Background: an optimization exercise with open tools, aiming at small area. Do not read the settings as production practice. RTL that was checked went through simulation tests only; none was proved equivalent to the original. For runs 3 to 5, only the layout was checked, not whether the RTL still works. No run shown here takes its clock network from TritonCTS; it comes from the design's own scripts or RTL. The clock port is modelled as an ideal driver, which makes a skipped or thinned clock tree look cheaper than it is; a real chip needs a root buffer or a tree. No activity file was given, so power comes from the tool's default toggle rates.

File: flow/config.mk
export PLATFORM = sky130hd
export DESIGN_NAME = psram_controller
export DESIGN_NICKNAME = psram_controller
export VERILOG_FILES = /design/flow/design.v
export SDC_FILE = /design/flow/constraint.sdc
export NUM_CORES = 4
export LEC_CHECK = 0
export CAP_MARGIN = 20
export CORE_MARGIN = 2
export CORE_UTILIZATION = 40
export GPL_TIMING_DRIVEN = 0
export PLACE_DENSITY = 0.6
export SLEW_MARGIN = 20
File: flow/constraint.sdc
create_clock -name core_clock -period 5.0 [get_ports {ram_clk}]
set_input_delay 1.0000 -clock core_clock [delete_from_list [all_inputs] [get_ports {ram_clk}]]
set_output_delay 1.0000 -clock core_clock [all_outputs]
set_load 0.01 [all_outputs]
File: flow/design.v
module psram_controller #(
    parameter PSRAM_FRE  = 200_000_000,
    parameter LATENCY    = 5,
    parameter BIT_WIDTH  = 16,
    parameter BURST_LEN  = 32,
    parameter WARP_MODE  = "Wrap",
    parameter RW_METHOD  = "Linear"
) (
    input                               ram_clk,
    input                               ram_rst,
    input                               ram_en,
    input                               rw_ctrl,
    input   [31:0]                      addr_in,
    input   [BIT_WIDTH * 2 - 1 : 0]     ram_data_in,
    output                              init_cable_complete,
    output                              ctrl_idle,
    output  reg                         psram_clk,
    output                              psram_ce,
    output                              dq_en,
    output      [BIT_WIDTH - 1 : 0]     dq_out_hi,
    output      [BIT_WIDTH - 1 : 0]     dq_out_lo,
    input       [BIT_WIDTH - 1 : 0]     dq_in_hi,
    input       [BIT_WIDTH - 1 : 0]     dq_in_lo,
    output                              dm_en,
    output      [1 : 0]                 dm_out_hi,
    output      [1 : 0]                 dm_out_lo,
    input       [1 : 0]                 dm_in_hi,
    input       [1 : 0]                 dm_in_lo,
    output  reg [BIT_WIDTH * 2 - 1 : 0] ram_data_out,
    output  reg                         ram_rd_valid,
    output                              ram_wr_valid
);
localparam [14:0] L_RST = 15'h3edb;
localparam [14:0] L_INV = 15'h2aaa;
localparam [3:0] S_IDLE  = 4'b0000;
localparam [3:0] S_RST   = 4'b0001;
localparam [3:0] S_RW    = 4'b0011;
localparam [3:0] S_C0    = 4'b0100;
localparam [3:0] S_C1    = 4'b0101;
localparam [3:0] S_C2    = 4'b0110;
localparam [3:0] S_WAIT  = 4'b1000;
localparam [3:0] S_W2IR  = 4'b1010;
localparam [3:0] S_W2IW  = 4'b1011;
localparam [3:0] S_INITR = 4'b1110;
localparam [3:0] S_INITW = 4'b1111;
localparam [3:0] S_RD    = 4'b1100;
localparam [3:0] S_WR    = 4'b1101;
localparam [3:0] S_DONE  = 4'b1001;
reg [3:0]  st;
reg [14:0] lq;
wire [14:0] lf = lq ^ L_INV;
reg        v_d;
reg [31:0] wd;
wire idle_s  = (st == S_IDLE);
wire rst_s   = (st == S_RST);
wire rw_s    = (st == S_RW);
wire c0_s    = (st == S_C0);
wire c1_s    = (st == S_C1);
wire c2_s    = (st == S_C2);
wire cfg_s   = c0_s | c1_s | c2_s;
wire wait_s  = (st == S_WAIT);
wire w2ir_s  = (st == S_W2IR);
wire w2iw_s  = (st == S_W2IW);
wire initr_s = (st == S_INITR);
wire initw_s = (st == S_INITW);
wire init_s  = initr_s | initw_s;
wire wr_s    = (st == S_WR);
wire rd_s    = (st == S_RD);
wire done_s  = (st == S_DONE);
wire idle_end = idle_s & (&lf[11:0]);
wire rst_end  = rst_s & ~lf[1];
wire rw_end   = rw_s & ((lf & 15'h2c83) == 15'h0481);
wire cfg_end  = cfg_s & lf[8];
wire init_end = (initw_s & lf[5]) | (initr_s & lf[1]);
wire xfer_end = (wr_s | rd_s) & lf[14];
wire done_end = done_s & lf[3];
wire lf_clr = rw_end | cfg_end | wait_s | w2ir_s | w2iw_s | init_end | xfer_end | done_end |
              (rd_s & ~v_d);
wire [14:0] lf_nx = lf_clr ? 15'd0 : {lf[13:0], ~(lf[14] ^ lf[13])};
reg [3:0] st_nx;
always @(*) begin
    st_nx = st;
    case (st)
        S_IDLE:  if (idle_end) st_nx = S_RST;
        S_RST:   if (rst_end)  st_nx = S_RW;
        S_RW:    if (rw_end)   st_nx = S_C0;
        S_C0:    if (cfg_end)  st_nx = S_C1;
        S_C1:    if (cfg_end)  st_nx = S_C2;
        S_C2:    if (cfg_end)  st_nx = S_WAIT;
        S_WAIT:  if (ram_en)   st_nx = rw_ctrl ? S_W2IW : S_W2IR;
        S_W2IR:  st_nx = S_INITR;
        S_W2IW:  st_nx = S_INITW;
        S_INITR: if (init_end) st_nx = S_RD;
        S_INITW: if (init_end) st_nx = S_WR;
        S_WR:    if (xfer_end) st_nx = S_DONE;
        S_RD:    if (xfer_end) st_nx = S_DONE;
        S_DONE:  if (done_end) st_nx = S_WAIT;
        default: st_nx = S_IDLE;
    endcase
end
wire cs0 = ~lf[0];
wire cs1 = lf[0] & ~lf[1];
wire cs2 = lf[1] & ~lf[2];
wire cs3 = lf[2] & ~lf[3];
wire cfg_act = cfg_s & ~lf[3];
wire [7:0] kbyte =
    ({8{rst_s | rw_s}} & 8'hff) |
    ({8{cfg_s & cs0}} & 8'hc0) |
    ({8{c1_s & cs2}} & 8'h04) |
    ({8{c2_s & cs2}} & 8'h08) |
    ({8{c0_s & cs3}} & 8'h09) |
    ({8{c1_s & cs3}} & 8'h40) |
    ({8{c2_s & cs3}} & 8'h41) |
    ({8{init_s & cs0}} & 8'h20) |
    ({8{initw_s & cs0}} & 8'h80);
wire a1 = init_s & cs1;
wire a2 = init_s & cs2;
assign dm_en = wr_s;
assign dq_out_hi = {wd[31:24] & {8{dm_en}},
                    (wd[23:16] & {8{dm_en}}) | kbyte |
                    ({8{a1}} & addr_in[31:24]) | ({8{a2}} & addr_in[15:8])};
assign dq_out_lo = {wd[15:8] & {8{dm_en}},
                    (wd[7:0] & {8{dm_en}}) | kbyte |
                    ({8{a1}} & addr_in[23:16]) | ({8{a2}} & addr_in[7:0])};
assign ctrl_idle = ~(init_s | wr_s | rd_s | done_s);
assign init_cable_complete = wait_s | w2ir_s | w2iw_s | ~ctrl_idle;
assign psram_ce = ~(rst_s | cfg_act | init_s | wr_s | rd_s);
assign dq_en = (rst_s & ~lf[13]) | cfg_act | (init_s & ~lf[2]) | wr_s;
wire rd_nx = (st_nx == S_RD);
assign ram_wr_valid = (st_nx == S_WR);
wire beat = rd_nx & (dm_in_lo[0] ^ dm_in_lo[1]);
always @(posedge ram_clk or negedge ram_rst) begin
    if (!ram_rst) begin
        st <= S_IDLE;
        lq <= L_RST ^ L_INV;
        psram_clk <= 1'b0;
        ram_rd_valid <= 1'b0;
    end else begin
        st <= st_nx;
        lq <= lf_nx ^ L_INV;
        psram_clk <= ~psram_ce | rw_s;
        ram_rd_valid <= beat;
    end
end
always @(posedge ram_clk) begin
    v_d  <= ram_rd_valid;
    wd   <= ram_data_in;
end
always @(posedge ram_clk or negedge ram_rst) begin
    if (!ram_rst) ram_data_out <= 32'd0;
    else if (beat) ram_data_out <= {dq_in_hi, dq_in_lo};
end
assign dm_out_hi = 2'b00;
assign dm_out_lo = 2'b00;
endmodule
File: flow/flow/run.sh
#!/bin/bash
# Layout flow: the standard ORFS flow (standard.sh), run from a copy of
# the ORFS scripts folder with three files changed:
#  - abc_area.script (from flow/abc_area.script): ABC maps the logic for
#    area only, with no timing-driven buffering or upsizing;
#  - global_place.tcl: after the port buffers are added, the reset port's
#    buffer is made a buf_4 (flow/reset_buffer.tcl) so that it drives the
#    registers' reset pins without a buffer tree;
set -euo pipefail
here=$(pwd)
s="$here/orfs_scripts"
rm -rf "$s"
cp -r "$FLOW_HOME/scripts" "$s"
cp "$here/flow/abc_area.script" "$s/abc_area.script"
cp "$here/flow/clock_tree.tcl" "$s/my_clock_tree.tcl"
sed -i 's|^log_cmd clock_tree_synthesis .*$|source $::env(SCRIPTS_DIR)/my_clock_tree.tcl|' "$s/cts.tcl"
grep -q '^source $::env(SCRIPTS_DIR)/my_clock_tree.tcl$' "$s/cts.tcl"
cp "$here/flow/reset_buffer.tcl" "$s/my_reset_buffer.tcl"
sed -i 's|^\( *\)buffer_ports {\*}\[env_var_or_empty BUFFER_PORTS_ARGS\]$|&\n\1source $::env(SCRIPTS_DIR)/my_reset_buffer.tcl|' "$s/global_place.tcl"
grep -q 'source $::env(SCRIPTS_DIR)/my_reset_buffer.tcl$' "$s/global_place.tcl"
bash standard.sh "SCRIPTS_DIR=$s" ABC_AREA=1 synth > make_synth.log 2>&1
bash standard.sh "SCRIPTS_DIR=$s" \
  "BUFFER_PORTS_ARGS=-buffer_cell sky130_fd_sc_hd__buf_1" SKIP_REPAIR_TIE_FANOUT=1 REMOVE_ABC_BUFFERS=1 \
  finish > make_finish.log 2>&1
File: flow/flow/abc_area.script
strash
dc2
dc2
dc2
dc2
dc2
dch -f
if -K 4 -a
mfs2 -a
strash
dch -f
if -K 4 -a
mfs2 -a
strash
dch
amap -m -F 10 -A 10
topo
File: flow/flow/clock_tree.tcl
# A two-level clock tree: the registers are split into groups by position
# (k-means on their locations), each group driven by one leaf buffer at its
# centre, and the leaf buffers driven by one root buffer at their centre.
proc my_new_buf { block master name x y } {
  set b [odb::dbInst_create $block $master $name]
  $b setLocation [expr {int($x)}] [expr {int($y)}]
  $b setPlacementStatus PLACED
  return $b
}
proc my_clock_tree { root_cell leaf_cell k } {
  set block [ord::get_db_block]
  set clk [$block findNet ram_clk]
  set db [ord::get_db]
  set sinks {}
  foreach it [$clk getITerms] {
    set inst [$it getInst]
    set b [$inst getBBox]
    lappend sinks [list $it [expr {([$b xMin] + [$b xMax]) / 2.0}] [expr {([$b yMin] + [$b yMax]) / 2.0}]]
  }
  set n [llength $sinks]
  # k-means, seeded with evenly spaced sinks sorted by x
  set sorted [lsort -real -index 1 $sinks]
  set cents {}
  for {set i 0} {$i < $k} {incr i} {
    set s [lindex $sorted [expr {int(($i + 0.5) * $n / $k)}]]
    lappend cents [list [lindex $s 1] [lindex $s 2]]
  }
  for {set iter 0} {$iter < 50} {incr iter} {
    # assign sinks to the nearest centre with room left (at most
    # ceil(n / k) sinks per centre), closest pairs first
    set cap [expr {($n + $k - 1) / $k}]
    set pairs {}
    set j 0
    foreach s $sinks {
      for {set i 0} {$i < $k} {incr i} {
        set c [lindex $cents $i]
        lappend pairs [list [expr {abs([lindex $s 1] - [lindex $c 0]) + abs([lindex $s 2] - [lindex $c 1])}] $j $i]
      }
      incr j
    }
    set assign [lrepeat $n -1]
    set load [lrepeat $k 0]
    foreach p [lsort -real -index 0 $pairs] {
      lassign $p d j i
      if {[lindex $assign $j] >= 0 || [lindex $load $i] >= $cap} continue
      lset assign $j $i
      lset load $i [expr {[lindex $load $i] + 1}]
    }
    set new {}
    for {set i 0} {$i < $k} {incr i} {
      set sx 0; set sy 0; set m 0
      foreach s $sinks a $assign { if {$a == $i} { set sx [expr {$sx + [lindex $s 1]}]; set sy [expr {$sy + [lindex $s 2]}]; incr m } }
      if {$m == 0} { lappend new [lindex $cents $i] } else { lappend new [list [expr {$sx / $m}] [expr {$sy / $m}]] }
    }
    set cents $new
  }
  $clk setSigType CLOCK
  if {$root_cell eq "none"} {
    set root_net $clk
  } else {
    set root_net [odb::dbNet_create $block clknet_root]
    $root_net setSigType CLOCK
  }
  set rx 0; set ry 0
  foreach c $cents { set rx [expr {$rx + [lindex $c 0] / $k}]; set ry [expr {$ry + [lindex $c 1] / $k}] }
  if {$root_cell ne "none"} {
    set root [my_new_buf $block [$db findMaster $root_cell] clkbuf_root $rx $ry]
  }
  for {set i 0} {$i < $k} {incr i} {
    set c [lindex $cents $i]
    set m 0
    foreach a $assign { if {$a == $i} { incr m } }
    set cell $leaf_cell
    if {[info exists ::my_small_leaf] && $m <= [lindex $::my_small_leaf 1]} { set cell [lindex $::my_small_leaf 0] }
    set leaf [my_new_buf $block [$db findMaster $cell] clkbuf_leaf_$i [lindex $c 0] [lindex $c 1]]
    puts "leaf $i: $cell, $m sinks"
    set net [odb::dbNet_create $block clknet_leaf_$i]
    $net setSigType CLOCK
    foreach s $sinks a $assign {
      if {$a == $i} { set it [lindex $s 0]; $it disconnect; $it connect $net }
    }
    [$leaf findITerm A] connect $root_net
    [$leaf findITerm X] connect $net
  }
  if {$root_cell ne "none"} {
    [$root findITerm A] connect $clk
    [$root findITerm X] connect $root_net
  }
  global_connect
  puts "clock tree: $root_cell root, $k $leaf_cell leaves, $n sinks"
}

my_clock_tree sky130_fd_sc_hd__clkbuf_2 sky130_fd_sc_hd__clkbuf_8 5
File: flow/flow/reset_buffer.tcl
# The input buffer of the reset port drives every register's reset pin:
# make it a buf_4 so that it can drive them without a buffer tree.
set my_rst_net [[[ord::get_db_block] findBTerm ram_rst] getNet]
foreach my_it [$my_rst_net getITerms] {
  set my_inst [$my_it getInst]
  set my_cell [[$my_inst getMaster] getName]
  if {[string match "sky130_fd_sc_hd__buf_*" $my_cell]} {
    puts "reset port buffer [$my_inst getName]: $my_cell -> sky130_fd_sc_hd__buf_4"
    replace_cell [$my_inst getName] sky130_fd_sc_hd__buf_4
  }
}
File: flow/standard.sh
#!/bin/bash
# synth_recipe.tcl (not shown) runs the flow's synth.tcl, then flattens the netlist and writes it again
# the make line also repeats each setting of config.mk as NAME=value (left out here)
make -C /OpenROAD-flow-scripts/flow DESIGN_CONFIG=/design/flow/config.mk WORK_HOME=/design/flow/orfs CLKGATE_MAP_FILE= SYNTH_SCRIPT=/design/flow/synth_recipe.tcl "${@:-finish}"
==> summary.txt, run 1 <==
Outcome
  – Status: complete, no violations

Place
  – Routability cong.: 0.819
  – Detailed Place HPWL: 6050 µm
  – Placed Instances: 554
  – PortBufs: 173

Min path
  – Type of the most critical hold path: flip-flop to flip-flop

Power and ir drop
  – Seq pwr share: 0.676
  – Logic gate share of total power: 0.038
  – PD cells: 262 mW/mm²
  – Static Leak: 1.59 nW
  – Clk network pwr share: 0.286
  – NetSw: 227 µW
  – Switching Share: 0.217
  – Internal: 820 µW
  – VDD IR-drop max: 0.000212 V
  – Pwr Total: 1.05 mW

Timing
  – Final Skew: 0.00882 ns
  – Slew @ Worst Pin: 0.909 ns
  – RSZ-0062 raised after global routing: false
  – Fin crit share: 0.884
  – Maximum clock rate: 0.226 GHz
  – Sum Neg Setup Slack: 0 ns
  – Slew Limit Fails: 0
  – Final Hold Vio Count: 0
  – Slew headroom: 0.390
  – Final setup violation count: 0
  – Crit path time final: 4.42 ns

Cells and area
  – Area grow syn2layout: 27.6%
  – Fin cells: 560
  – Diodes inserted: 0
  – Fin nets: 564
  – Share of cells above drive strength 1: 0.0459

Yosys
  – Avg Inst Size Synth: 11.2 µm²
  – Post-synthesis cell count: 281
  – Most used DFF post-synth: dfrtp_1
  – Dominant cell type by area after synthesis: dfrtp_1
  – Post-synth EDFFs: 0
  – Synth area leaders: dfrtp_1 (37%), dfxtp_1 (21%), a22o_1 (8.9%)
  – Area of the mapped netlist: 0.00314 mm²
  – Ys async rst share: 0.616
  – Flops & latches, synth: 86
  – Number of synthesis warnings: 1
  – Synth cell types: 27
  – Register area share after synthesis: 0.636
  – Synth top area share: 0.375

Global routing
  – Grt ovf: 0
  – Vias in the first global route: 2,732
  – Wire length of the first global-routing pass: 13,100 µm
  – Pin count of the biggest net entering global routing: 54
  – Initial antenna violation count: 0
  – Total global-route track usage: 0.184

Clock network
  – # resized after CTS: 0
  – Clk latency of the worst-skew pair: 0.47 ns
  – Post-CTS setup buffer count: 0
  – Clock transition at path regs: 0.11 ns
  – Hold Buf Count CTS: 0

Setup path
  – WS Path Type: flip-flop to primary output
  – Crit start category: flip-flop
  – Max FO, Critical Path: 9
  – Critical path arrival: 3.42 ns
  – Req. time, crit path: 4.00 ns
  – CP endpoint kind: primary output

Floorplan
  – Height of the die: 92.6 µm
  – Die area: 0.00857 mm²
  – Row cnt: 32
  – Core Area: 0.00765 mm²
  – Num ports: 180
  – Initial Util: 0.410
  – Die X: 92.6 µm

Routing
  – DRT iter0 DRCs: 162
  – Vias: 2,845
  – First-pass DRT Iterations: 5
  – Routed len/inst: 15.0 µm
  – Final ANT Viol Nets: 0
  – Drt total wl: 8420 µm
  – DRC violations left: 0
  – Via density: 5.08

Run
  – MaxCap Viol Count: 0
[critical path, stage by stage (launching register included)]
cell	delay (ns)
dfrtp_1	0.52
clkinv_1	0.20
nor2_1	0.29
clkinv_1	0.20
nor2_1	0.34
clkinv_1	0.23
nor3_2	0.51
buf_4	0.27
a22oi_1	0.11
nand3_1	0.12
buf_1	0.18
[stage by stage]
stage / hold WS, ns / setup WS [ns] / utilization / area, µm²
2_1_floorplan: 0.370 / 1.34 / - / 3100
3_3_place_gp: 0.353 / -0.0870 / 0.508 / 3880
3_5_place_dp: 0.356 / 0.689 / 0.513 / 3930
4_1_cts: 0.357 / 0.672 / 0.523 / 4000
5_1_grt: 0.405 / 0.215 / 0.523 / 4000
6_report: 0.376 / 0.582 / 0.523 / 4000
[area by class of cell]
type | instances | area, µm²
fill | 735 | 3650
sequential | 86 | 1990
multi-input combinational | 164 | 1030
timing repair buffer | 176 | 673
tap | 102 | 128
inverter | 26 | 97.6
buffer | 6 | 73.8
[cells by family after synthesis]
logic type             synth area share
other                           0.00120
flip-flops                        0.636
AND/OR/NAND/NOR                   0.133
buffers and inverters            0.0419
AO/OA/AOI/OAI                     0.188
[placed cells by master (no fill, tap or decap), drive strengths merged]
cell type and count:
dfstp 6, or3 1, conb 1, o22ai 2, nand4 3, and3 1, a22oi 1, a222oi 15
buf 176, o21ai 7, a2111oi 1, clkinv 26, nor2 23, nor4 2, a211oi 1, o2111ai 1
a22o 32, dfrtp 47, nand3 5, nor3 13, nor2b 16, nand2 26, a21oi 6, clkbuf 6
dfxtp 33, a31oi 5, a221oi 2
[power groups by stage]
stage               Clock (mW)  Sequential, mW  Combinational (mW)
floorplan                    0           0.721             0.00406
global placement             0           0.722              0.0401
detailed placement           0           0.722              0.0409
CTS                      0.215           0.722              0.0411
global route             0.342           0.709              0.0460
finish                   0.299           0.708              0.0401
[synthesized netlist by cell type (all sizes together), types with 3 or more instances]
master / instances
dfrtp: 47
dfxtp: 33
a22o: 32
clkinv: 26
nand2: 26
nor2: 23
nor2b: 16
a222oi: 15
nor3: 13
o21ai: 7
a21oi: 6
dfstp: 6
a31oi: 5
buf: 5
nand3: 5
nand4: 3
[state kept, by name, summed over array words and instances (netlist names)]
register	count
psram_clk	1
lq	15
wd	32
ram_data_out	32
st	4
ram_rd_valid	1
v_d	1
[metal layers]
metal / global-route usage / vias to the layer above / wire [µm]
met5: 0 / - / 0
met4: 0.0249 / 0 / 92
met3: 0.0285 / 8 / 791
met2: 0.315 / 164 / 3920
met1: 0.254 / 1296 / 3610
li1: - / 1377 / -
[path summary, 6_finish.rpt]
check,slack (ns),to,from,depth (start not counted)
hold / removal,0.38,v_d,ram_rd_valid,0
setup reg to reg,0.63,ram_data_out[19],st[0],10
min in group asynchronous,0.55,psram_clk,ram_rst,1
hold reg to reg,0.38,v_d,ram_rd_valid,0
setup / recovery,0.58,dq_out_hi[5],st[3],10
max in group asynchronous,4.01,ram_data_out[9],ram_rst,1
==> run 2, diff against run 1 <==
--- a/flow/config.mk
+++ b/flow/config.mk
@@ -5,9 +5,9 @@
 export SDC_FILE = /design/flow/constraint.sdc
 export NUM_CORES = 4
 export LEC_CHECK = 0
-export CAP_MARGIN = 20
+export CAP_MARGIN = 0
 export CORE_MARGIN = 2
 export CORE_UTILIZATION = 40
 export GPL_TIMING_DRIVEN = 0
 export PLACE_DENSITY = 0.6
-export SLEW_MARGIN = 20
+export SLEW_MARGIN = 0
==> run 2 against run 1 <==
Still clean. Fmax shrank 4.1%. Register-to-register slack improved by 0.08 ns. Worst setup slack got worse by 0.19 ns. Die area did not move. Combinational power about the same. Total power decreased by 1.1%. Largest power group unchanged.
==> summary.txt, run 2 <==
Outcome
  – Status: complete, no violations

Power and ir drop
  – PD cells: 259 mW/mm²
  – VDD IR-drop max: 0.000193 V
  – Pwr Total: 1.04 mW
  – Static Leak: 1.59 nW

Yosys
  – Number of synthesis warnings: 1
  – Top-count cell post-synth: dfrtp_1
  – Register area share after synthesis: 0.636
  – Post-Synth Adder-Cell Area: 0
  – Ys async rst share: 0.616
  – Dominant cell type by area after synthesis: dfrtp_1
  – Flops & latches, synth: 86
  – Post-synthesis cell count: 281
  – Synth top area share: 0.375
  – XOR/XNOR share of the synthesized area: 0
  – Post-synth EDFFs: 0
  – Synth cell types: 27
  – Synth Area in Simple Gates: 0.133
  – Top cells by count, synth: dfrtp_1 (47), dfxtp_1 (33), a22o_1 (32)
  – Most used DFF post-synth: dfrtp_1
  – Compound-gate portion of the synthesized area: 0.188
  – Synth area leaders: dfrtp_1 (37%), dfxtp_1 (21%), a22o_1 (8.9%)
  – Area of the mapped netlist: 0.00314 mm²
  – Mux contribution to synthesized area: 0
  – Avg Inst Size Synth: 11.2 µm²
  – Main combinational cell family by area after synthesis: compound AO/OA/AOI/OAI gates

Global routing
  – Vias in the first global route: 2,695
  – Wire length of the first global-routing pass: 13,100 µm
  – Total global-route track usage: 0.184
  – Pin count of the biggest net entering global routing: 54
  – Grt ovf: 0
  – Initial antenna violation count: 0

Timing
  – Slew Limit Fails: 0
  – Fin crit share: 0.921
  – Final setup violation count: 0
  – Final Hold Vio Count: 0
  – Slew headroom: 0.0839
  – RSZ-0062 raised after global routing: false
  – Crit path time final: 4.61 ns
  – Slew @ Worst Pin: 1.37 ns
  – Hold Slack: 0.388 ns
  – Maximum clock rate: 0.217 GHz
  – Final Skew: 0.00515 ns

Setup path
  – Crit start category: flip-flop
  – Top delay family on crit path: simple AND/OR/NAND/NOR gates
  – Crit-path most repeated cell: clkinv_1
  – Buffers & Inverters on Critical Path: 4
  – Req. time, crit path: 4.00 ns
  – WS Path Type: flip-flop to primary output
  – Cell chain of the critical path: clkinv_1 > nor2_1 > clkinv_1 > nor2_1 > clkinv_1 > nor3_2 > a22oi_1 > nand3_1 > buf_1
  – Critical path's slowest cell: nor3_2
  – Critical path arrival: 3.61 ns
  – CP endpoint kind: primary output
  – Crit-path max cell delay: 0.83 ns
  – Max FO, Critical Path: 16

Routing
  – First-pass DRT Iterations: 5
  – Drt total wl: 8430 µm
  – DRC violations left: 0
  – DRT iter0 DRCs: 189
  – Routed len/inst: 15.1 µm
  – Via density: 5.16
  – Vias: 2,890
  – Final ANT Viol Nets: 0

Clock network
  – Clk latency of the worst-skew pair: 0.47 ns
  – Clock transition at path regs: 0.10 ns

Place
  – Detailed Place HPWL: 5990 µm
  – PortBufs: 173
  – Routability cong.: 0.819
  – Placed Instances: 551

Cells and area
  – Most frequent cells in the layout: buf_1 (172), dfrtp_1 (47), dfxtp_1 (33)
  – Diodes inserted: 0
  – Area of the multi-input gates: 0.00103 mm²
  – Area grow syn2layout: 27.4%
  – Finished Core Util: 0.523
  – Fill count: 762
  – Fin nets: 564
  – Register area: 0.00199 mm²
  – Fin cells: 560
  – Share of cells above drive strength 1: 0.0437
  – Most common cell after layout, fill and taps aside: buf_1
  – Top Registers: ram_data_out x32, wd x32, lq x15

Floorplan
  – Die X: 92.6 µm
  – Core Area: 0.00765 mm²
  – Die area: 0.00857 mm²
  – Initial Util: 0.410
  – Num ports: 180
  – Height of the die: 92.6 µm
  – Row cnt: 32

Run
  – MaxCap Viol Count: 0

Min path
  – Type of the most critical hold path: flip-flop to flip-flop
==> run 2: cell counts after synthesis <==
No cell type changed its count.
==> run 2: repair_timing <==
item,in CTS,in global routing
buffers inserted,0,2
endpoints found under the setup margin,0,50
gates resized for setup,0,1
hold buffers,0,0
hold endpoints to repair,0,0
==> run 2: power by group <==
group          leakage [nW]  internal [mW]  total (mW)  switching [mW]
clock                0.0401         0.0943       0.287           0.193
combinational         0.585         0.0203      0.0402          0.0198
sequential            0.967          0.705       0.708         0.00317
total                  1.59          0.820        1.04           0.216
==> run 2: cell type report <==
class,count,area share
repair inverters,1,0.00125
inverters,26,0.0244
plain buffers,6,0.0185
repair buffers,175,0.167
flip-flops and latches,86,0.499
multi-input cells,164,0.258
well taps,102,0.0319
==> run 2: worst paths after layout <==
| kind | from | to | slack, ns | cells after the start |
|---|---|---|---|---|
| worst max-delay path | st[3] | dq_out_hi[5] | 0.39 | 9 |
| worst min-delay path | ram_rd_valid | v_d | 0.39 | 0 |
| worst max register to register | st[0] | ram_data_out[27] | 0.71 | 11 |
| worst min register to register | ram_rd_valid | v_d | 0.39 | 0 |
| max in group asynchronous | ram_rst | lq[1] | 4.02 | 1 |
| min in group asynchronous | ram_rst | st[3] | 0.55 | 1 |
==> run 2: kinds of logic after synthesis <==
| family | count (synthesis) |
|---|---|
| buffers and inverters | 31 |
| flip-flops | 86 |
| other | 1 |
| AND/OR/NAND/NOR | 90 |
| AO/OA/AOI/OAI | 73 |
==> run 2: through the flow <==
step / TNS (ns) / instance area (µm²) / setup slack [ns]
6_report: 0 / 4000 / 0.393
5_1_grt: 0 / 4000 / 0.0552
3_5_place_dp: 0 / 3900 / 0.0175
3_3_place_gp: -2.51 / 3880 / -0.0870
2_1_floorplan: 0 / 3100 / 1.34
4_1_cts: 0 / 3970 / 0.0282
==> run 2: layer usage <==
layer  wire (µm)  part of all wire  GRT usage  vias to the layer above
met2        3960              0.47      0.311                      155
met3         815             0.097     0.0399                       16
li1            -                 -          -                     1372
met1        3490              0.41      0.249                     1347
met4         159             0.019     0.0311                        0
met5           0                 0          0                        -
==> run 3, diff against run 2 <==
--- a/flow/design.v
+++ b/flow/design.v
@@ -31,7 +31,6 @@
     output                              ram_wr_valid
 );
 localparam [14:0] L_RST = 15'h3edb;
-localparam [14:0] L_INV = 15'h2aaa;
 localparam [3:0] S_IDLE  = 4'b0000;
 localparam [3:0] S_RST   = 4'b0001;
 localparam [3:0] S_RW    = 4'b0011;
@@ -47,8 +46,7 @@
 localparam [3:0] S_WR    = 4'b1101;
 localparam [3:0] S_DONE  = 4'b1001;
 reg [3:0]  st;
-reg [14:0] lq;
-wire [14:0] lf = lq ^ L_INV;
+reg [14:0] lf;
 reg        v_d;
 reg [31:0] wd;
 wire idle_s  = (st == S_IDLE);
@@ -132,12 +130,12 @@
 always @(posedge ram_clk or negedge ram_rst) begin
     if (!ram_rst) begin
         st <= S_IDLE;
-        lq <= L_RST ^ L_INV;
+        lf <= L_RST;
         psram_clk <= 1'b0;
         ram_rd_valid <= 1'b0;
     end else begin
         st <= st_nx;
-        lq <= lf_nx ^ L_INV;
+        lf <= lf_nx;
         psram_clk <= ~psram_ce | rw_s;
         ram_rd_valid <= beat;
     end
--- a/flow/config.mk
+++ b/flow/config.mk
@@ -5,9 +5,9 @@
 export SDC_FILE = /design/flow/constraint.sdc
 export NUM_CORES = 4
 export LEC_CHECK = 0
-export CAP_MARGIN = 0
+export CAP_MARGIN = 20
 export CORE_MARGIN = 2
 export CORE_UTILIZATION = 40
 export GPL_TIMING_DRIVEN = 0
 export PLACE_DENSITY = 0.6
-export SLEW_MARGIN = 0
+export SLEW_MARGIN = 20
==> run 3 against run 2 <==
Sequential share of layout area shrank 0.57 points. Area after synthesis up 0.84%. Synthesized cell count fell by 1.1%. Highest routed layer unchanged. Worst setup slack improved by 0.11 ns. Clock skew rose by 0.0033 ns. Total power rose by 1.8%. Critical path depth fell by 2. Flip-flop and latch count unchanged. Via count grew 0.48%. Sequential power hardly changed.
==> summary.txt, run 3 <==
Outcome
  – Status: complete, no violations

Routing
  – Drt total wl: 8820 µm
  – Final ANT Viol Nets: 0
  – Via density: 5.17
  – Routed len/inst: 15.7 µm
  – DRT iter0 DRCs: 212
  – DRC violations left: 0
  – Vias: 2,904
  – First-pass DRT Iterations: 6

Cells and area
  – Finished Core Util: 0.528
  – Area grow syn2layout: 28.2%
  – Most frequent cells in the layout: buf_1 (172), dfrtp_1 (42), dfxtp_1 (33)
  – Diodes inserted: 0
  – Share of cells above drive strength 1: 0.0652
  – Most common cell after layout, fill and taps aside: buf_1
  – Fill count: 771
  – Register area: 0.00200 mm²
  – Area of the multi-input gates: 0.00106 mm²
  – Fin nets: 566
  – Top Registers: ram_data_out x32, wd x32, lf x15

Timing
  – Maximum clock rate: 0.222 GHz
  – RSZ-0062 raised after global routing: false
  – Final Hold Vio Count: 0
  – Crit path time final: 4.50 ns
  – Hold Slack: 0.384 ns
  – Final setup violation count: 0
  – Slew @ Worst Pin: 0.806 ns
  – Final Skew: 0.00843 ns
  – Sum Neg Setup Slack: 0 ns
  – Slew Limit Fails: 0
  – Final WS setup: 0.505 ns
  – Slew headroom: 0.460
  – Fin crit share: 0.899

Yosys
  – Most used DFF post-synth: dfrtp_1
  – Post-synth EDFFs: 0
  – Dominant cell type by area after synthesis: dfrtp_1
  – Top-count cell post-synth: dfrtp_1
  – Synth top area share: 0.332
  – Top cells by count, synth: dfrtp_1 (42), dfxtp_1 (33), a22o_1 (32)
  – Area of the mapped netlist: 0.00316 mm²
  – Register area share after synthesis: 0.633
  – Ys async rst share: 0.616
  – Avg Inst Size Synth: 11.4 µm²
  – Synth cell types: 31
  – Number of synthesis warnings: 1
  – Flops & latches, synth: 86
  – Post-synthesis cell count: 278
  – Synth area leaders: dfrtp_1 (33%), dfxtp_1 (21%), dfstp_2 (9.1%)

Setup path
  – Max FO, Critical Path: 17
  – Crit start category: flip-flop
  – WS Path Type: flip-flop to primary output
  – CP endpoint kind: primary output
  – Critical path arrival: 3.50 ns
  – Req. time, crit path: 4.00 ns

Place
  – Routability cong.: 0.921
  – PortBufs: 173
  – Pre-CTS setup slack: 0.822 ns
  – Detailed Place HPWL: 6630 µm

Floorplan
  – Num ports: 180
  – Row cnt: 32
  – Initial Util: 0.411
  – Height of the die: 92.9 µm
  – Die area: 0.00864 mm²
  – Core Area: 0.00769 mm²
  – Die X: 92.9 µm

Global routing
  – Vias in the first global route: 2,660
  – Total global-route track usage: 0.193
  – Grt ovf: 0
  – Wire length of the first global-routing pass: 13,600 µm
  – Initial antenna violation count: 0
  – Pin count of the biggest net entering global routing: 54

Clock network
  – Clk latency of the worst-skew pair: 0.47 ns
  – Hold Buf Count CTS: 0
  – Post-CTS setup buffer count: 0
  – Clock transition at path regs: 0.11 ns
  – # resized after CTS: 0

Run
  – MaxCap Viol Count: 0

Power and ir drop
  – PD cells: 260 mW/mm²
  – VDD IR-drop max: 0.000221 V
  – Static Leak: 1.56 nW

Min path
  – Type of the most critical hold path: flip-flop to flip-flop
-- run 3: changes by cell type after synthesis, moves of 3 or more --
cell / before / now
nand2_1: 26 / 17
dfrtp_1: 47 / 42
dfstp_2: 6 / 11
nor2b_1: 16 / 21
o21ai_0: 7 / 3
nor2_1: 23 / 26
nor3_1: 13 / 10
-- run 3: layer usage --
metal / track usage / wire [µm]
met4: 0.0196 / 82
met2: 0.321 / 4240
met3: 0.0391 / 818
met5: 0 / 0
met1: 0.270 / 3690
-- run 3: worst max-delay path: stages, from the launching register on --
cell,delay (ns)
dfrtp_1,0.46
clkinv_1,0.17
nor2_1,0.42
clkinv_1,0.26
nor3_2,0.66
clkinv_1,0.62
nor2b_1,0.24
buf_1,0.19
-- run 3: power breakdown --
part / switching (mW) / leakage (nW) / internal, mW
clock: 0.210 / 0.0401 / 0.0948
sequential: 0.00337 / 0.946 / 0.705
combinational: 0.0205 / 0.570 / 0.0204
total: 0.234 / 1.56 / 0.821
-- run 3: per-stage QoR --
| step | std cells | total power, mW | area, µm² |
|---|---|---|---|
| final | 562 | 1.05 | 4060 |
| after global routing | 562 | 1.10 | 4060 |
| after CTS | 561 | 0.979 | 4050 |
| after detailed placement | 555 | 0.764 | 3970 |
| after global placement | 548 | 0.763 | 3910 |
| after floorplan | 273 | 0.726 | 3130 |
-- run 3: layout make-up --
cell class                      count  share of cell area
Buffer                              6              0.0182
Multi-Input combinational cell    162               0.260
Timing Repair Buffer              181               0.173
Inverter                           25              0.0231
Tap cell                          102              0.0315
Sequential cell                    86               0.493
-- run 3: final timing paths --
check,startpoint,end,slack [ns],cells after the start
min,ram_rd_valid,v_d,0.38,0
min reg2reg,ram_rd_valid,v_d,0.38,0
min in group asynchronous,ram_rst,psram_clk,0.53,1
max in group asynchronous,ram_rst,ram_data_out[3],4.02,1
max,st[3],dq_out_hi[11],0.50,7
max reg2reg,st[0],ram_data_out[20],0.82,12
-- run 3: kinds of logic (layout without fill, tap and decap cells) --
family	after synthesis	count (layout)	share of synthesized area
AO/OA/AOI/OAI	73	73	0.191
buffers and inverters	30	212	0.0403
flip-flops	86	86	0.633
other	1	1	0.00119
AND/OR/NAND/NOR	88	88	0.135
==> run 4, diff against run 3 <==
--- a/flow/design.v
+++ b/flow/design.v
@@ -31,6 +31,7 @@
     output                              ram_wr_valid
 );
 localparam [14:0] L_RST = 15'h3edb;
+localparam [14:0] L_INV = 15'h2aaa;
 localparam [3:0] S_IDLE  = 4'b0000;
 localparam [3:0] S_RST   = 4'b0001;
 localparam [3:0] S_RW    = 4'b0011;
@@ -38,16 +39,17 @@
 localparam [3:0] S_C1    = 4'b0101;
 localparam [3:0] S_C2    = 4'b0110;
 localparam [3:0] S_WAIT  = 4'b1000;
-localparam [3:0] S_W2IR  = 4'b1010;
-localparam [3:0] S_W2IW  = 4'b1011;
+localparam [3:0] S_W2IR  = 4'b0010;
+localparam [3:0] S_W2IW  = 4'b0111;
 localparam [3:0] S_INITR = 4'b1110;
 localparam [3:0] S_INITW = 4'b1111;
 localparam [3:0] S_RD    = 4'b1100;
 localparam [3:0] S_WR    = 4'b1101;
 localparam [3:0] S_DONE  = 4'b1001;
+localparam [3:0] S_RDL   = 4'b1010;
 reg [3:0]  st;
-reg [14:0] lf;
-reg        v_d;
+reg [14:0] lq;
+wire [14:0] lf = lq ^ L_INV;
 reg [31:0] wd;
 wire idle_s  = (st == S_IDLE);
 wire rst_s   = (st == S_RST);
@@ -64,6 +66,7 @@
 wire init_s  = initr_s | initw_s;
 wire wr_s    = (st == S_WR);
 wire rd_s    = (st == S_RD);
+wire rdl_s   = (st == S_RDL);
 wire done_s  = (st == S_DONE);
 wire idle_end = idle_s & (&lf[11:0]);
 wire rst_end  = rst_s & ~lf[1];
@@ -73,7 +76,7 @@
 wire xfer_end = (wr_s | rd_s) & lf[14];
 wire done_end = done_s & lf[3];
 wire lf_clr = rw_end | cfg_end | wait_s | w2ir_s | w2iw_s | init_end | xfer_end | done_end |
-              (rd_s & ~v_d);
+              rdl_s | (rd_s & ~ram_rd_valid);
 wire [14:0] lf_nx = lf_clr ? 15'd0 : {lf[13:0], ~(lf[14] ^ lf[13])};
 reg [3:0] st_nx;
 always @(*) begin
@@ -91,7 +94,8 @@
         S_INITR: if (init_end) st_nx = S_RD;
         S_INITW: if (init_end) st_nx = S_WR;
         S_WR:    if (xfer_end) st_nx = S_DONE;
-        S_RD:    if (xfer_end) st_nx = S_DONE;
+        S_RD:    if (xfer_end) st_nx = S_RDL;
+        S_RDL:   st_nx = S_DONE;
         S_DONE:  if (done_end) st_nx = S_WAIT;
         default: st_nx = S_IDLE;
     endcase
@@ -120,28 +124,27 @@
 assign dq_out_lo = {wd[15:8] & {8{dm_en}},
                     (wd[7:0] & {8{dm_en}}) | kbyte |
                     ({8{a1}} & addr_in[23:16]) | ({8{a2}} & addr_in[7:0])};
-assign ctrl_idle = ~(init_s | wr_s | rd_s | done_s);
+assign ctrl_idle = ~(init_s | wr_s | rd_s | rdl_s | done_s);
 assign init_cable_complete = wait_s | w2ir_s | w2iw_s | ~ctrl_idle;
-assign psram_ce = ~(rst_s | cfg_act | init_s | wr_s | rd_s);
+assign psram_ce = ~(rst_s | cfg_act | init_s | wr_s | rd_s | rdl_s);
 assign dq_en = (rst_s & ~lf[13]) | cfg_act | (init_s & ~lf[2]) | wr_s;
-wire rd_nx = (st_nx == S_RD);
+wire rd_nx = (st_nx == S_RD) | (st_nx == S_RDL);
 assign ram_wr_valid = (st_nx == S_WR);
 wire beat = rd_nx & (dm_in_lo[0] ^ dm_in_lo[1]);
 always @(posedge ram_clk or negedge ram_rst) begin
     if (!ram_rst) begin
         st <= S_IDLE;
-        lf <= L_RST;
+        lq <= L_RST ^ L_INV;
         psram_clk <= 1'b0;
         ram_rd_valid <= 1'b0;
     end else begin
         st <= st_nx;
-        lf <= lf_nx;
+        lq <= lf_nx ^ L_INV;
         psram_clk <= ~psram_ce | rw_s;
         ram_rd_valid <= beat;
     end
 end
 always @(posedge ram_clk) begin
-    v_d  <= ram_rd_valid;
     wd   <= ram_data_in;
 end
 always @(posedge ram_clk or negedge ram_rst) begin
==> run 4 against run 3 <==
Still clean on timing, DRC and antenna. Area after synthesis increased by 0.75%. Synthesized cell count rose by 2.5%. Flip-flop and latch count is 1 lower.
==> summary.txt, run 4 <==
Yosys
  – Top-count cell post-synth: dfrtp_1
  – Synth area leaders: dfrtp_1 (37%), dfxtp_1 (20%), a22o_1 (8.8%)
  – Post-synthesis cell count: 285
  – Ys async rst share: 0.624
  – Register area share after synthesis: 0.620
  – Dominant cell type by area after synthesis: dfrtp_1
  – Synth top area share: 0.369
  – Area of the mapped netlist: 0.00319 mm²
  – Number of synthesis warnings: 1
  – Synth cell types: 34
  – Most used DFF post-synth: dfrtp_1
  – Flops & latches, synth: 85
  – Post-synth EDFFs: 0
  – Top cells by count, synth: dfrtp_1 (47), a22o_1 (32), dfxtp_1 (32)
  – Avg Inst Size Synth: 11.2 µm²

Floorplan
  – Num ports: 180
  – Row cnt: 32
  – Core Area: 0.00773 mm²
  – Die area: 0.00870 mm²
  – Initial Util: 0.412
  – Die X: 93.3 µm
  – Height of the die: 93.3 µm

Place
  – Routability cong.: 0.874
  – Detailed Place HPWL: 6320 µm
  – PortBufs: 173
  – Dpl cell area: 0.00399 mm²

Setup path
  – Buffers & Inverters on Critical Path: 4
  – Crit-path max cell delay: 0.66 ns
  – Reg2reg start: st[0]
  – Crit-path most repeated cell: clkinv_1
  – Cell chain of the critical path: clkinv_1 > nor2_1 > clkinv_1 > nor2_2 > clkinv_1 > o21ai_0 > a221o_1 > buf_1
  – CP startpoint: st[0]
  – CP endpoint kind: primary output
  – Top delay family on crit path: buffers and inverters
  – Req. time, crit path: 4.00 ns
  – Crit start category: flip-flop
  – WS Path Type: flip-flop to primary output
  – Critical path's slowest cell: nor2_2
  – Max FO, Critical Path: 18
  – Critical path arrival: 3.52 ns

Routing
  – First-pass DRT Iterations: 8
  – DRC violations left: 0
  – DRT iter0 DRCs: 157
  – Final ANT Viol Nets: 0
  – Drt total wl: 8350 µm
  – Routed len/inst: 14.7 µm
  – Vias: 2,912
  – Via density: 5.14

Global routing
  – Initial antenna violation count: 0
  – Total global-route track usage: 0.181
  – Grt ovf: 0
  – Vias in the first global route: 2,849
  – Pin count of the biggest net entering global routing: 54
  – Wire length of the first global-routing pass: 13,100 µm

Timing
  – Slew @ Worst Pin: 0.813 ns
  – RSZ-0062 raised after global routing: false
  – Slew headroom: 0.453
  – Maximum clock rate: 0.221 GHz
  – Final Skew: 0.0263 ns
  – Hold Slack: 0.410 ns
  – Slew Limit Fails: 0
  – Final setup violation count: 0
  – Fin crit share: 0.903
  – Crit path time final: 4.52 ns
  – Final Hold Vio Count: 0

Power and ir drop
  – Switching Share: 0.419
  – Internal: 1.40 mW
  – Static Leak: 1.66 nW
  – Clk network pwr share: 0.120
  – Logic gate share of total power: 0.456
  – PD cells: 591 mW/mm²
  – NetSw: 1.01 mW
  – Seq pwr share: 0.424
  – VDD IR-drop max: 0.000312 V

Min path
  – Type of the most critical hold path: flip-flop to flip-flop
  – HP Start: lq[9]

Run
  – MaxCap Viol Count: 0

Clock network
  – Post-CTS setup buffer count: 0
  – Clk latency of the worst-skew pair: 0.45 ns
  – Clock transition at path regs: 0.10 ns

Cells and area
  – Most frequent cells in the layout: buf_1 (172), dfrtp_1 (47), a22o_1 (32), dfxtp_1 (32), nand2_1 (26)
  – Fill count: 729
  – Post-route cell area: 0.00407 mm²
  – Fin nets: 571
  – Share of cells above drive strength 1: 0.0516
  – Top Registers: ram_data_out x32, wd x32, lq x15
  – Most common cell after layout, fill and taps aside: buf_1
  – Area grow syn2layout: 27.6%
  – Diodes inserted: 0

Outcome
  – Status: complete, no violations
-- run 4: cell count changes after synthesis, moves of 3 or more --
cell      change
a221oi_1      -3
dfrtp_1       +5
dfstp_2       -5
nand2_1       +9
nor2b_1       -5
nor3_1        -4
o21ai_0       +4
-- run 4: final timing paths --
| kind | endpoint | slack (ns) | cells after the start |
|---|---|---|---|
| min in group asynchronous | ram_data_out[23] | 0.58 | 1 |
| max in group asynchronous | lq[13] | 3.98 | 1 |
| max reg2reg | ram_data_out[27] | 0.62 | 12 |
| min reg2reg | lq[10] | 0.41 | 1 |
| min | lq[10] | 0.41 | 1 |
| max | dq_en | 0.48 | 8 |
-- run 4: what timing repair did --
action / CTS / global route
hold buffers: 0 / 0
setup endpoints to repair: 0 / 32
resized for setup: 0 / 1
-- run 4: metrics by stage --
stage | total power [mW] | std cells | setup TNS (ns) | worst slack, ns | utilization
6_report | 2.40 | 567 | 0 | 0.483 | 0.526
5_1_grt | 2.60 | 567 | 0 | 0.113 | 0.526
4_1_cts | 2.35 | 567 | 0 | 0.366 | 0.526
3_5_place_dp | 2.13 | 561 | 0 | 0.380 | 0.516
3_3_place_gp | 2.10 | 556 | -157.19 | -4.86 | 0.510
2_1_floorplan | 1.71 | 281 | -58.59 | -1.83 | -
-- run 4: layout make-up --
type                       instances  area, µm²  area share
timing repair buffer             178        683       0.168
multi-input combinational        172       1110       0.274
tap                              102        128      0.0314
inverter                          24       93.8      0.0231
sequential                        85       1970       0.485
buffer                             6       73.8      0.0181
-- run 4: layer usage --
metal | wire, µm | global-route usage
met5 | 0 | 0
met3 | 641 | 0.0298
met2 | 4150 | 0.308
met1 | 3470 | 0.248
met4 | 87 | 0.0306
-- run 4: kinds of logic (layout without fill, tap and decap cells) --
group / count (synthesis) / after routing / synth area share
and+or+nand+nor: 93 / 93 / 0.139
DFF: 85 / 85 / 0.620
AOI/OAI and AO/OA: 78 / 78 / 0.203
buffers and inverters: 28 / 208 / 0.0377
other: 1 / 1 / 0.00118
-- run 4: power by group through the flow --
stage	clock network [mW]	registers (mW)	logic [mW]
after floorplan	0	1.06	0.649
after CTS	0.213	1.03	1.10
after detailed placement	0	1.02	1.11
after global placement	0	1.03	1.06
final	0.289	1.02	1.10
after global routing	0.327	1.05	1.23
==> run 5, diff against run 4 <==
--- a/flow/design.v
+++ b/flow/design.v
@@ -30,28 +30,33 @@
     output  reg                         ram_rd_valid,
     output                              ram_wr_valid
 );
-localparam [14:0] L_RST = 15'h3edb;
-localparam [14:0] L_INV = 15'h2aaa;
+localparam [13:0] IDLE_MSK = 14'h17ff;
+localparam [13:0] IDLE_PAT = 14'h031f;
+localparam [13:0] RW_MSK   = 14'h30b8;
+localparam [13:0] RW_PAT   = 14'h1088;
+localparam [13:0] L_INV = 14'h2aaa;
 localparam [3:0] S_IDLE  = 4'b0000;
+localparam [3:0] S_IDLB  = 4'b0010;
+localparam [3:0] S_IDLC  = 4'b0111;
 localparam [3:0] S_RST   = 4'b0001;
 localparam [3:0] S_RW    = 4'b0011;
 localparam [3:0] S_C0    = 4'b0100;
 localparam [3:0] S_C1    = 4'b0101;
 localparam [3:0] S_C2    = 4'b0110;
 localparam [3:0] S_WAIT  = 4'b1000;
-localparam [3:0] S_W2IR  = 4'b0010;
-localparam [3:0] S_W2IW  = 4'b0111;
+localparam [3:0] S_W2IR  = 4'b1010;
+localparam [3:0] S_W2IW  = 4'b1011;
 localparam [3:0] S_INITR = 4'b1110;
 localparam [3:0] S_INITW = 4'b1111;
 localparam [3:0] S_RD    = 4'b1100;
 localparam [3:0] S_WR    = 4'b1101;
 localparam [3:0] S_DONE  = 4'b1001;
-localparam [3:0] S_RDL   = 4'b1010;
 reg [3:0]  st;
-reg [14:0] lq;
-wire [14:0] lf = lq ^ L_INV;
+reg [13:0] lq;
+wire [13:0] lf = lq ^ L_INV;
+reg        v_d;
 reg [31:0] wd;
-wire idle_s  = (st == S_IDLE);
+wire idle_s  = (st == S_IDLE) | (st == S_IDLB) | (st == S_IDLC);
 wire rst_s   = (st == S_RST);
 wire rw_s    = (st == S_RW);
 wire c0_s    = (st == S_C0);
@@ -66,23 +71,24 @@
 wire init_s  = initr_s | initw_s;
 wire wr_s    = (st == S_WR);
 wire rd_s    = (st == S_RD);
-wire rdl_s   = (st == S_RDL);
 wire done_s  = (st == S_DONE);
-wire idle_end = idle_s & (&lf[11:0]);
-wire rst_end  = rst_s & ~lf[1];
-wire rw_end   = rw_s & ((lf & 15'h2c83) == 15'h0481);
+wire idle_end = idle_s & ((lf & IDLE_MSK) == IDLE_PAT);
+wire rst_end  = rst_s & lf[2];
+wire rw_end   = rw_s & ((lf & RW_MSK) == RW_PAT);
 wire cfg_end  = cfg_s & lf[8];
 wire init_end = (initw_s & lf[5]) | (initr_s & lf[1]);
-wire xfer_end = (wr_s | rd_s) & lf[14];
+wire xfer_end = (wr_s | rd_s) & lf[13] & ~lf[1];
 wire done_end = done_s & lf[3];
-wire lf_clr = rw_end | cfg_end | wait_s | w2ir_s | w2iw_s | init_end | xfer_end | done_end |
-              rdl_s | (rd_s & ~ram_rd_valid);
-wire [14:0] lf_nx = lf_clr ? 15'd0 : {lf[13:0], ~(lf[14] ^ lf[13])};
+wire lf_clr = idle_end | rw_end | cfg_end | wait_s | w2ir_s | w2iw_s | init_end | xfer_end | done_end |
+              (rd_s & ~v_d);
+wire [13:0] lf_nx = lf_clr ? 14'd0 : {lf[12:0], ~(lf[13] ^ lf[12])};
 reg [3:0] st_nx;
 always @(*) begin
     st_nx = st;
     case (st)
-        S_IDLE:  if (idle_end) st_nx = S_RST;
+        S_IDLE:  if (idle_end) st_nx = S_IDLB;
+        S_IDLB:  if (idle_end) st_nx = S_IDLC;
+        S_IDLC:  if (idle_end) st_nx = S_RST;
         S_RST:   if (rst_end)  st_nx = S_RW;
         S_RW:    if (rw_end)   st_nx = S_C0;
         S_C0:    if (cfg_end)  st_nx = S_C1;
@@ -94,8 +100,7 @@
         S_INITR: if (init_end) st_nx = S_RD;
         S_INITW: if (init_end) st_nx = S_WR;
         S_WR:    if (xfer_end) st_nx = S_DONE;
-        S_RD:    if (xfer_end) st_nx = S_RDL;
-        S_RDL:   st_nx = S_DONE;
+        S_RD:    if (xfer_end) st_nx = S_DONE;
         S_DONE:  if (done_end) st_nx = S_WAIT;
         default: st_nx = S_IDLE;
     endcase
@@ -124,17 +129,17 @@
 assign dq_out_lo = {wd[15:8] & {8{dm_en}},
                     (wd[7:0] & {8{dm_en}}) | kbyte |
                     ({8{a1}} & addr_in[23:16]) | ({8{a2}} & addr_in[7:0])};
-assign ctrl_idle = ~(init_s | wr_s | rd_s | rdl_s | done_s);
+assign ctrl_idle = ~(init_s | wr_s | rd_s | done_s);
 assign init_cable_complete = wait_s | w2ir_s | w2iw_s | ~ctrl_idle;
-assign psram_ce = ~(rst_s | cfg_act | init_s | wr_s | rd_s | rdl_s);
-assign dq_en = (rst_s & ~lf[13]) | cfg_act | (init_s & ~lf[2]) | wr_s;
-wire rd_nx = (st_nx == S_RD) | (st_nx == S_RDL);
+assign psram_ce = ~(rst_s | cfg_act | init_s | wr_s | rd_s);
+assign dq_en = (rst_s & ~lf[0]) | cfg_act | (init_s & ~lf[2]) | wr_s;
+wire rd_nx = (st_nx == S_RD);
 assign ram_wr_valid = (st_nx == S_WR);
 wire beat = rd_nx & (dm_in_lo[0] ^ dm_in_lo[1]);
 always @(posedge ram_clk or negedge ram_rst) begin
     if (!ram_rst) begin
         st <= S_IDLE;
-        lq <= L_RST ^ L_INV;
+        lq <= L_INV;
         psram_clk <= 1'b0;
         ram_rd_valid <= 1'b0;
     end else begin
@@ -145,6 +150,7 @@
     end
 end
 always @(posedge ram_clk) begin
+    v_d  <= ram_rd_valid;
     wd   <= ram_data_in;
 end
 always @(posedge ram_clk or negedge ram_rst) begin
==> run 5 against run 4 <==
Still clean. Synthesized cell count shrank 3.5%. Core utilization shrank 0.15 points. Global-route usage grew 0.53 points. Flip-flop and latch count is the same. Final area shrank 0.80%. Combinational power shrank 96%. Area after synthesis shrank 1.1%. Sequential power shrank 31%. Fmax shrank 0.75%. Clock skew shrank 0.013 ns. Worst setup slack lost 0.034 ns. Final cell count shrank 1.6%. Critical endpoint unchanged. Largest power group is now sequential cells. Highest routed layer unchanged.
==> summary.txt, run 5 <==
Outcome
  – Status: complete, no violations

Routing
  – DRC violations left: 0
  – DRT iter0 DRCs: 224
  – Final ANT Viol Nets: 0
  – Routed len/inst: 14.9 µm
  – Drt total wl: 8300 µm
  – Vias: 2,899
  – First-pass DRT Iterations: 6
  – Via density: 5.20

Yosys
  – Dominant cell type by area after synthesis: dfrtp_1
  – Synth top area share: 0.357
  – Synth area leaders: dfrtp_1 (36%), dfxtp_1 (21%), a22o_1 (8.9%)
  – Top-count cell post-synth: dfrtp_1
  – Most used DFF post-synth: dfrtp_1
  – Top cells by count, synth: dfrtp_1 (45), dfxtp_1 (33), a22o_1 (32)
  – Area of the mapped netlist: 0.00315 mm²
  – Post-synthesis cell count: 275
  – Ys async rst share: 0.612
  – Number of synthesis warnings: 1
  – Synth cell types: 37
  – Flops & latches, synth: 85
  – Avg Inst Size Synth: 11.5 µm²
  – Post-synth EDFFs: 0
  – Register area share after synthesis: 0.625

Floorplan
  – Initial Util: 0.410
  – Die area: 0.00861 mm²
  – Core Area: 0.00769 mm²
  – Row cnt: 32
  – Num ports: 180
  – Height of the die: 92.8 µm
  – Die X: 92.8 µm

Clock network
  – # resized after CTS: 0
  – Post-CTS setup buffer count: 0
  – Clk latency of the worst-skew pair: 0.47 ns
  – Hold Buf Count CTS: 0
  – Clock transition at path regs: 0.11 ns

Timing
  – Slew @ Worst Pin: 0.830 ns
  – RSZ-0062 raised after global routing: false
  – Hold Slack: 0.364 ns
  – Final Hold Vio Count: 0
  – Slew Limit Fails: 0
  – Crit path time final: 4.55 ns
  – Maximum clock rate: 0.220 GHz
  – Final Skew: 0.0134 ns
  – Slew headroom: 0.443
  – Final setup violation count: 0
  – Sum Neg Setup Slack: 0 ns
  – Fin crit share: 0.910

Global routing
  – Total global-route track usage: 0.186
  – Initial antenna violation count: 0
  – Vias in the first global route: 2,719
  – Grt ovf: 0
  – Pin count of the biggest net entering global routing: 53
  – Wire length of the first global-routing pass: 13,300 µm

Min path
  – Type of the most critical hold path: flip-flop to flip-flop
  – HP Start: ram_rd_valid
  – Worst hold path depth: 0

Setup path
  – Reg2reg start: lq[12]
  – Max FO, Critical Path: 18
  – WS Path Type: flip-flop to primary output
  – Critical path arrival: 3.55 ns
  – Req. time, crit path: 4.00 ns
  – Worst reg2reg path depth: 10
  – Crit start category: flip-flop
  – CP startpoint: st[0]
  – CP endpoint kind: primary output

Power and ir drop
  – Switching Share: 0.213
  – Logic gate share of total power: 0.040
  – Clk network pwr share: 0.281
  – Seq pwr share: 0.679
  – NetSw: 219 µW
  – VDD IR-drop max: 0.000210 V
  – Internal: 812 µW
  – Static Leak: 1.56 nW
  – PD cells: 255 mW/mm²

Place
  – PortBufs: 173
  – Detailed Place HPWL: 6330 µm
  – Routability cong.: 0.920

Cells and area
  – Most frequent cells in the layout: buf_1 (172), dfrtp_1 (45), dfxtp_1 (33)
  – Fin nets: 563
  – Top Registers: ram_data_out x32, wd x32, lq x14
  – Area of the multi-input gates: 0.00110 mm²
  – Finished Core Util: 0.525
  – Area grow syn2layout: 28.0%
  – Share of cells above drive strength 1: 0.0548
  – Register area: 0.00197 mm²
  – Diodes inserted: 0
  – Most common cell after layout, fill and taps aside: buf_1
  – Fill count: 734

Run
  – MaxCap Viol Count: 0
==> run 5: cell types whose count changed after synthesis, moves of 3 or more <==
cell      delta
nand2_1      -3
clkinv_1     -5
o21ai_0      -3
or2_0        +3
nor2_1       -4
==> run 5: worst max-delay path: stages, from the launching register on <==
cell,delay (ns)
dfrtp_1,0.54
clkinv_1,0.25
nor2_1,0.34
clkinv_1,0.19
nor2_2,0.62
clkinv_1,0.61
o311ai_0,0.32
buf_1,0.21
==> run 5: final cells by class <==
cell class	instances	area share
buffer	6	0.0183
inverter	19	0.0177
multi-input combinational	166	0.272
sequential	85	0.488
tap	102	0.0316
timing repair buffer	180	0.172
==> run 5: power by group through the flow <==
| stage | Combinational, mW | Clock, mW | Sequential, mW |
|---|---|---|---|
| after detailed placement | 0.0416 | 0 | 0.714 |
| final | 0.0410 | 0.290 | 0.700 |
| after global placement | 0.0398 | 0 | 0.714 |
| after CTS | 0.0418 | 0.213 | 0.714 |
| after global routing | 0.0463 | 0.327 | 0.701 |
| after floorplan | 0.00390 | 0 | 0.713 |
==> run 5: routing by layer <==
layer	GRT usage	part of all wire
met1	0.257	0.42
met2	0.312	0.48
met3	0.0382	0.091
met4	0.0282	0.016
met5	0	0
==> run 5: worst paths after layout <==
check | endpoint | slack [ns]
hold reg to reg | v_d | 0.36
hold / removal | v_d | 0.36
max in group asynchronous | lq[2] | 4.03
setup / recovery | dq_en | 0.45
min in group asynchronous | st[1] | 0.52
setup reg to reg | ram_data_out[9] | 0.74
==> run 5: stage by stage <==
| stage | power (mW) | instances | instance area [µm²] | worst slack (ns) |
|---|---|---|---|---|
| floorplan | 0.717 | 270 | 3120 | -3.82 |
| global placement | 0.754 | 545 | 3900 | -7.32 |
| detailed placement | 0.756 | 552 | 3960 | 0.543 |
| CTS | 0.970 | 558 | 4030 | 0.497 |
| global route | 1.07 | 558 | 4040 | 0.130 |
| finish | 1.03 | 558 | 4040 | 0.448 |
==> run 5: logic make-up after synthesis <==
| logic type | after synthesis | synth area share |
|---|---|---|
| buffers and inverters | 24 | 0.0333 |
| DFF | 85 | 0.625 |
| and+or+nand+nor | 89 | 0.138 |
| other | 1 | 0.00119 |
| AOI/OAI and AO/OA | 75 | 0.198 |
| adders and majority gates | 1 | 0.00397 |

[re-timing with driven ports]
How much do the figures lean on ideal ports? The routed layouts below were timed once more, with nothing changed but the port constraints.
Step 1 assumes that a clkbuf_16 drives the clock port and a buf_2 every other input.
Step 2 times the ports against the registers' clock, not the clock port: input delays grow and output delays shrink by t, the midpoint of the rising clock arrivals with the driver on.
Slacks: ideal ports / drivers / drivers and shift; pairs: ideal ports / drivers.
run | t, ns | setup WS [ns] | latest minus earliest clock arrival (ns) | worst data-port slew with drivers (ns) | cell pins on the clock port's net
run 1 | 0.486 | 0.582 / 0.557 / 0.632 | 0.010 / 0.009 | 0.05 | 1
run 2 | 0.495 | 0.393 / 0.367 / 0.708 | 0.006 / 0.006 | 0.05 | 1
run 3 | 0.497 | 0.505 / 0.478 / 0.815 | 0.009 / 0.010 | 0.05 | 1
run 4 | 0.464 | 0.483 / 0.456 / 0.616 | 0.027 / 0.027 | 0.05 | 1
run 5 | 0.493 | 0.448 / 0.423 / 0.745 | 0.013 / 0.014 | 0.04 | 1
After both steps every run listed still meets setup and hold.
